Source: an optimization exercise on an open RTL-to-GDS flow (aim: small area). Production flows keep margins and buffers that such runs may drop. In this exercise RTL edits were held to simulation tests only and were not proved equivalent to the original. Power is estimated from default activity; no workload was simulated.

==> flow/design.v (excerpt) <==
module ws_systolic_array # (
    parameter DATA_WIDTH = 8
)
(
    input                           clk         ,
    input                           rstn        ,
    input                           i_start     ,
    input       [DATA_WIDTH-1 : 0]  i_w_col_1   ,    
    input       [DATA_WIDTH-1 : 0]  i_w_col_2   ,    
    input       [DATA_WIDTH-1 : 0]  i_w_col_3   ,    
    input       [DATA_WIDTH-1 : 0]  i_w_col_4   ,    
    input       [DATA_WIDTH-1 : 0]  i_f_row_1   ,    
    input       [DATA_WIDTH-1 : 0]  i_f_row_2   ,    
    input       [DATA_WIDTH-1 : 0]  i_f_row_3   ,    
    input       [DATA_WIDTH-1 : 0]  i_f_row_4   ,    
    output    [2*DATA_WIDTH-1 : 0]  o_p_col_1   ,    
    output    [2*DATA_WIDTH-1 : 0]  o_p_col_2   ,    
    output    [2*DATA_WIDTH-1 : 0]  o_p_col_3   ,    
    output    [2*DATA_WIDTH-1 : 0]  o_p_col_4        
);
For scale: ~360 flip-flops, about 35,000 um2 of cells after synthesis.
clock: 7.5 ns
lec_check: 0
cap_margin: 20
core_margin: 2
core_utilization: 40
gpl_timing_driven: 0
slew_margin: 20
synth_hierarchical: 1
synth_minimum_keep_size: 0
run.sh (not shown) runs the stock make flow with config.mk's settings and CLKGATE_MAP_FILE= SYNTH_SCRIPT=/design/flow/synth_recipe.tcl, a recipe that flattens the netlist after the stock synthesis.
The baseline finished with timing, DRC and antenna clean.
Edit:
==> flow/flow/run.sh (new file) <==
#!/bin/bash
# The standard layout (standard.sh, unchanged synthesis), with two changes:
# the port buffers use the smallest buffer cell, and the clock tree is built
# without dummy loads.  make's output goes to standard.log.
set -euo pipefail
cd "$(dirname "$0")/.."
bash standard.sh \
  "BUFFER_PORTS_ARGS=-buffer_cell sky130_fd_sc_hd__buf_1" \
  "CTS_ARGS=-sink_clustering_enable -repair_clock_nets -dont_use_dummy_load -buf_list sky130_fd_sc_hd__clkbuf_4 -sink_clustering_size 10 -sink_clustering_max_diameter 50" \
  finish > standard.log 2>&1
==> flow/standard.sh (new file) <==
#!/bin/bash
# synth_recipe.tcl (not shown) runs the flow's synth.tcl, then flattens the netlist and writes it again
# the make line also repeats each setting of config.mk as NAME=value (left out here)
make -C /OpenROAD-flow-scripts/flow DESIGN_CONFIG=/design/flow/config.mk WORK_HOME=/design/flow/orfs CLKGATE_MAP_FILE= SYNTH_SCRIPT=/design/flow/synth_recipe.tcl "${@:-finish}"
removed: flow/run.sh
After rerunning: Global-route usage drops by 0.98 points. Die area is unchanged. Combinational power is lower by 9.2%. Via count drops by 2.0%. Register-to-register slack is about the same. Worst setup slack got worse by 10 ps. Critical path depth stays the same. Wire length is lower by 5.4%. Hold slack improved by 8.1 ps. Power went down by about 24%. Design area shrinks by 4.9%.
Edit:
--- a/flow/flow/run.sh
+++ b/flow/flow/run.sh
@@ -7,4 +7,4 @@
 bash standard.sh \
   "BUFFER_PORTS_ARGS=-buffer_cell sky130_fd_sc_hd__buf_1" \
-  "CTS_ARGS=-sink_clustering_enable -repair_clock_nets -dont_use_dummy_load -buf_list sky130_fd_sc_hd__clkbuf_4 -sink_clustering_size 10 -sink_clustering_max_diameter 50" \
+  "CTS_ARGS=-sink_clustering_enable -repair_clock_nets -dont_use_dummy_load -sink_clustering_size 30 -sink_clustering_max_diameter 100" \
   finish > standard.log 2>&1
What happened:
- The new run completed without violations
- core utilization goes up by 0.29 points
- sequential share of layout area goes down by 0.17 points
- worst hold slack degrades by 28 ps
- final area goes up by 0.68%
- power goes up by 7.3%
- first-iteration DRC count goes up by 1.2%
- die area is unchanged
- critical path depth stays the same
Edit:
--- a/flow/flow/run.sh
+++ b/flow/flow/run.sh
@@ -7,4 +7,4 @@
 bash standard.sh \
   "BUFFER_PORTS_ARGS=-buffer_cell sky130_fd_sc_hd__buf_1" \
-  "CTS_ARGS=-sink_clustering_enable -repair_clock_nets -dont_use_dummy_load -sink_clustering_size 30 -sink_clustering_max_diameter 100" \
+  "CTS_ARGS=-sink_clustering_enable -repair_clock_nets -dont_use_dummy_load" \
   finish > standard.log 2>&1
--- a/flow/config.mk
+++ b/flow/config.mk
@@ -9,5 +9,4 @@
 export CORE_MARGIN = 2
 export CORE_UTILIZATION = 40
-export GPL_TIMING_DRIVEN = 0
 export SLEW_MARGIN = 20
 export SYNTH_HIERARCHICAL = 1
The new run ran to the end with no violations.
Power increases by 11%.
Global-route usage increases by 0.32 points.
Sequential share of layout area decreases by 0.42 points.
Hold slack gains 18 ps.

==> static timing again, ports no longer ideal <==
The flow's constraints put no driver on any port. The routed layouts listed below were extracted and timed again, unchanged, in two steps. Step 1 (the two cells are an assumption about what drives the block):
set clk [get_ports {clk}]
set_driving_cell -lib_cell sky130_fd_sc_hd__clkbuf_16 $clk
set_driving_cell -lib_cell sky130_fd_sc_hd__buf_2 [delete_from_list [all_inputs] $clk]
Step 2 adds t to the input delays and takes it off the output delays; t is the mean of the earliest and latest rising clock arrival at the registers after step 1. Input paths then give back, and output paths get back, about the clock's delay inside the block. a / b / c = ideal / step 1 / step 2; a / b = the first two.
run	t (ns)	setup WS [ns]	worst setup path after step 2	cell pins on the clock port's net
the first run	0.652	0.276 / 0.276 / -0.360	input to register	1
the second run	0.900	0.265 / 0.265 / -0.217	input to register	1
the third run	0.662	0.238 / 0.238 / -0.267	input to register	1
the fourth run	0.627	0.300 / 0.300 / 0.207	input to register	1
With both steps, setup timing fails in the first run, the second run and the third run, where it was met with ideal ports. The setup slack of the first run, which loses most, moves by 0.000 ns with the drivers and by -0.636 ns with both steps.
